Context: an optimization exercise on an open-source flow, tuned for small area. The choices shown serve that exercise and are no tape-out recipe.
The RTL was checked by simulation tests, not by an equivalence proof against the original design.
No activity file was given, so power comes from the tool's default toggle rates.

== north ==
==> flow/design.v (excerpt) <==
module cic_decimator #(
    parameter integer WIDTH = 16
) (
    input  wire logic [WIDTH-1:0] i_inph,
    input  wire logic [WIDTH-1:0] i_quad,
    input  wire logic             i_valid,
    output      logic             o_ready,
    output      logic [WIDTH-1:0] o_inph,
    output      logic [WIDTH-1:0] o_quad,
    output      logic             o_valid,
    output      logic             o_inph_pos_oflow,
    output      logic             o_inph_neg_oflow,
    output      logic             o_quad_pos_oflow,
    output      logic             o_quad_neg_oflow,
    output      logic             o_cic_inph_pos_oflow,
    output      logic             o_cic_inph_neg_oflow,
    output      logic             o_cic_quad_pos_oflow,
    output      logic             o_cic_quad_neg_oflow,
    input  wire logic             i_clock,
    input  wire logic             i_reset
);
assign o_ready = 1'b1;
logic [WIDTH-1:0] comp_saturated_inph;
logic [WIDTH-1:0] comp_saturated_quad;
logic             comp_saturated_valid;
logic             comp_new;
logic             ring_clear;
cic_decim_stages #(
    .FACTOR(313))
cic_decim_stages_inst (
    .i_inph          (i_inph              ),
    .i_quad          (i_quad              ),
    .i_valid         (i_valid             ),
    .o_inph          (comp_saturated_inph ),
    .o_quad          (comp_saturated_quad ),
    .o_inph_pos_oflow(o_cic_inph_pos_oflow),
    .o_inph_neg_oflow(o_cic_inph_neg_oflow),
  ...
Size in the first run: roughly 77 I/O pins, about 0.099 mm2 of cells after synthesis.
Settings: LEC_CHECK=0, CAP_MARGIN=20, CORE_MARGIN=2, CORE_UTILIZATION=65, CTS_BUF_LIST=sky130_fd_sc_hd__clkbuf_8, CTS_CLUSTER_DIAMETER=50, CTS_CLUSTER_SIZE=20, SLEW_MARGIN=20; clock period 7.5 ns.
standard.sh (not shown) runs the stock make flow with config.mk's settings and CLKGATE_MAP_FILE= SYNTH_SCRIPT=/design/flow/synth_recipe.tcl, a recipe that flattens the netlist after the stock synthesis.
==> flow/flow/run.sh <==
#!/bin/bash
# The standard layout (standard.sh: ORFS synthesis to final layout, the
# standard synthesis unchanged) with two differences:
#  - the port buffers are the smallest buffer cell (buf_1) instead of the
#    clkdlybuf4s50_1 that buffer_ports picks by default;
#  - clock tree synthesis inserts no dummy loads.
# The clock tree settings are otherwise those of config.mk.
set -euo pipefail
export BUFFER_PORTS_ARGS="-buffer_cell sky130_fd_sc_hd__buf_1"
export CTS_ARGS="-sink_clustering_enable -repair_clock_nets -sink_clustering_size 20 -sink_clustering_max_diameter 50 -buf_list sky130_fd_sc_hd__clkbuf_8 -dont_use_dummy_load"
bash standard.sh > standard.log 2>&1
The inputs of east differ from those of north as listed below.
--- a/flow/design.v
+++ b/flow/design.v
@@ -237,33 +237,38 @@
                 upsample_counter <= upsample_counter + 1;
         end
         sample_valid <= trig;
         o_valid <= comb_valids[5];
     end
 end
+logic [7:1] trig_d;
+always_ff @(posedge i_clock) begin
+    if (i_reset == 1'b1)
+        trig_d <= '0;
+    else
+        trig_d <= { trig_d[6:1], trig };
+end
+assign o_new = trig_d[7];
 logic [5:0] phase;
 logic [1:0] init;
 logic       clear;
 logic       pend;
 logic       pass;
 logic       cpass;
 assign clear = (init != 2'd0);
-logic sample_new;
-assign sample_new = o_valid & ~clear;
-assign o_new = sample_new;
 always_ff @(posedge i_clock) begin
     if (i_reset == 1'b1) begin
         phase <= 6'd0;
         init <= 2'd2;
         pend <= 1'b0;
         pass <= 1'b0;
     end else begin
         phase <= (phase == 6'd62) ? 6'd0 : phase + 6'd1;
         if ((phase == 6'd62) && clear)
             init <= init - 2'd1;
-        if (sample_new == 1'b1)
+        if (trig_d[7] == 1'b1)
             pend <= 1'b1;
         else if ((pend & ~clear) && (phase == 6'd62))
             pend <= 1'b0;
         if (phase == 6'd62)
             pass <= pend & ~clear;
     end
@@ -315,29 +320,29 @@
         .o_data (quad_int[st+1]),
         .i_clock(i_clock       ),
         .i_reset(i_reset       ));
 end
 endgenerate
 logic [NC-1:0] load;
-assign load = { comb_valids[NC-2:1], sample_valid, trig };
+assign load = { trig_d[NC-1:1], trig };
 cic_decim_comb #(.W(W), .NC(NC), .CW(CW)) inph_comb (
     .i_data     (inph_int[5]     ),
     .i_load     (load            ),
-    .i_sload    (sample_new      ),
+    .i_sload    (trig_d[7]       ),
     .i_clear    (clear           ),
     .i_pass     (cpass           ),
     .i_phase    (phase           ),
     .o_data     (o_inph          ),
     .o_pos_oflow(o_inph_pos_oflow),
     .o_neg_oflow(o_inph_neg_oflow),
     .i_clock    (i_clock         ),
     .i_reset    (i_reset         ));
 cic_decim_comb #(.W(W), .NC(NC), .CW(CW)) quad_comb (
     .i_data     (quad_int[5]     ),
     .i_load     (load            ),
-    .i_sload    (sample_new      ),
+    .i_sload    (trig_d[7]       ),
     .i_clear    (clear           ),
     .i_pass     (cpass           ),
     .i_phase    (phase           ),
     .o_data     (o_quad          ),
     .o_pos_oflow(o_quad_pos_oflow),
     .o_neg_oflow(o_quad_neg_oflow),
@@ -426,12 +431,13 @@
         phase <= 4'd0;
         pend <= 1'b0;
         busy <= 1'b0;
         ins <= 1'b0;
         s <= 4'd0;
         k <= 5'd0;
+        vd <= 1'b0;
     end else begin
         phase <= phase + 4'd1;
         if (i_new == 1'b1)
             pend <= 1'b1;
         else if ((pend & ~busy & ~ins) && (phase == 4'd15))
             pend <= 1'b0;
@@ -450,18 +456,18 @@
             end else begin
                 k <= k + 5'd1;
             end
         end else if ((ins == 1'b1) && (phase == 4'd0)) begin
             ins <= 1'b0;
         end
+        vd <= busy;
     end
+    kd <= k;
+    firstd <= (s == 4'd0) && (k == 5'd0);
+    shiftd <= (s != 4'd0) && (k == 5'd0);
 end
-assign vd = busy;
-assign kd = k;
-assign firstd = (s == 4'd0) && (k == 5'd0);
-assign shiftd = (s != 4'd0) && (k == 5'd0);
 cic_decim_fir_chan inph_fir (
     .i_data     (i_inph          ),
     .i_clear    (i_clear         ),
     .i_ins      (ins             ),
     .i_phase    (phase           ),
     .i_s        (s               ),
@@ -510,13 +516,13 @@
     output      logic        o_pos_oflow,
     output      logic        o_neg_oflow,
     input  wire logic        i_clock,
     input  wire logic        i_reset
 );
 localparam integer NR = 32;
-localparam integer AW = 21;
+localparam integer AW = 22;
 logic [NR*16-1:0] ring;
 logic [15:0]      din;
 logic [NR-1:0]    rin;
 assign din = { ~i_data[15], i_data[14:0] };
 always_comb begin
     for (integer m = 0; m < NR; m++) begin
@@ -548,14 +554,16 @@
                 tb = ring[(31-j)*16 + 16 - j];
             end
         end
     end
 end
 logic a_r, b_r;
-assign a_r = ta;
-assign b_r = tb;
+always_ff @(posedge i_clock) begin
+    a_r <= ta;
+    b_r <= tb;
+end
 logic signed [AW-1:0] g;
 always_comb begin
     case (i_kd)
     5'd0:  g = 163;
     5'd1:  g = -629;
     5'd2:  g = -223;
@@ -589,13 +597,13 @@
 end
 logic signed [AW-1:0] acc;
 logic signed [AW-1:0] base;
 logic                 tie;
 always_comb begin
     if (i_firstd == 1'b1)
-        base = 21'sd16383;
+        base = 22'sd16383;
     else if (i_shiftd == 1'b1)
         base = acc >>> 1;
     else
         base = acc;
 end
 always_ff @(posedge i_clock) begin
Results
- Cell area after placement in east vs north: up about 0.43%
- Diff north -> east | power in combinational cells | down by a few percent
- Reported for east and north, number of buffers inserted by hold repair at cts turned out identical to the last digit.
- Relative to north, critical path depth increased by 1 in east.
- Comparing east and north, the lower final cell area excluding filler cells was measured on north.
- Net count of the mapped netlist of north is on par with east.

-- afterwards: timing with drivers on the ports --
No port has a modelled driver above. Below, the same layouts with a new extraction and two added sets of constraints.
Step 1 sets driving cells, clkbuf_16 on the clock port and buf_2 on the other inputs (assumed; they add their load-dependent delay and slew).
Step 2 also shifts input and output timing later by t, the mid clock arrival at the registers, as if the neighbouring blocks saw the same clock.
Three values: ideal ports, drivers, drivers and shift; two values: the first two.
run | t, ns | slack for setup (ns) | hold WS [ns] | worst register clock-pin slew, ns | cell pins on the clock port's net
north | 0.948 | 0.230 / 0.230 / -0.254 | 0.261 / 0.261 / 0.261 | 0.12 / 0.12 | 1
east | 0.947 | 0.220 / 0.220 / -0.278 | 0.253 / 0.253 / 0.253 | 0.12 / 0.12 | 1
With both steps, setup timing fails in north and east, where it was met with ideal ports. For east, which loses most, drivers alone change the setup slack by 0.000 ns; drivers and shift together by -0.498 ns.
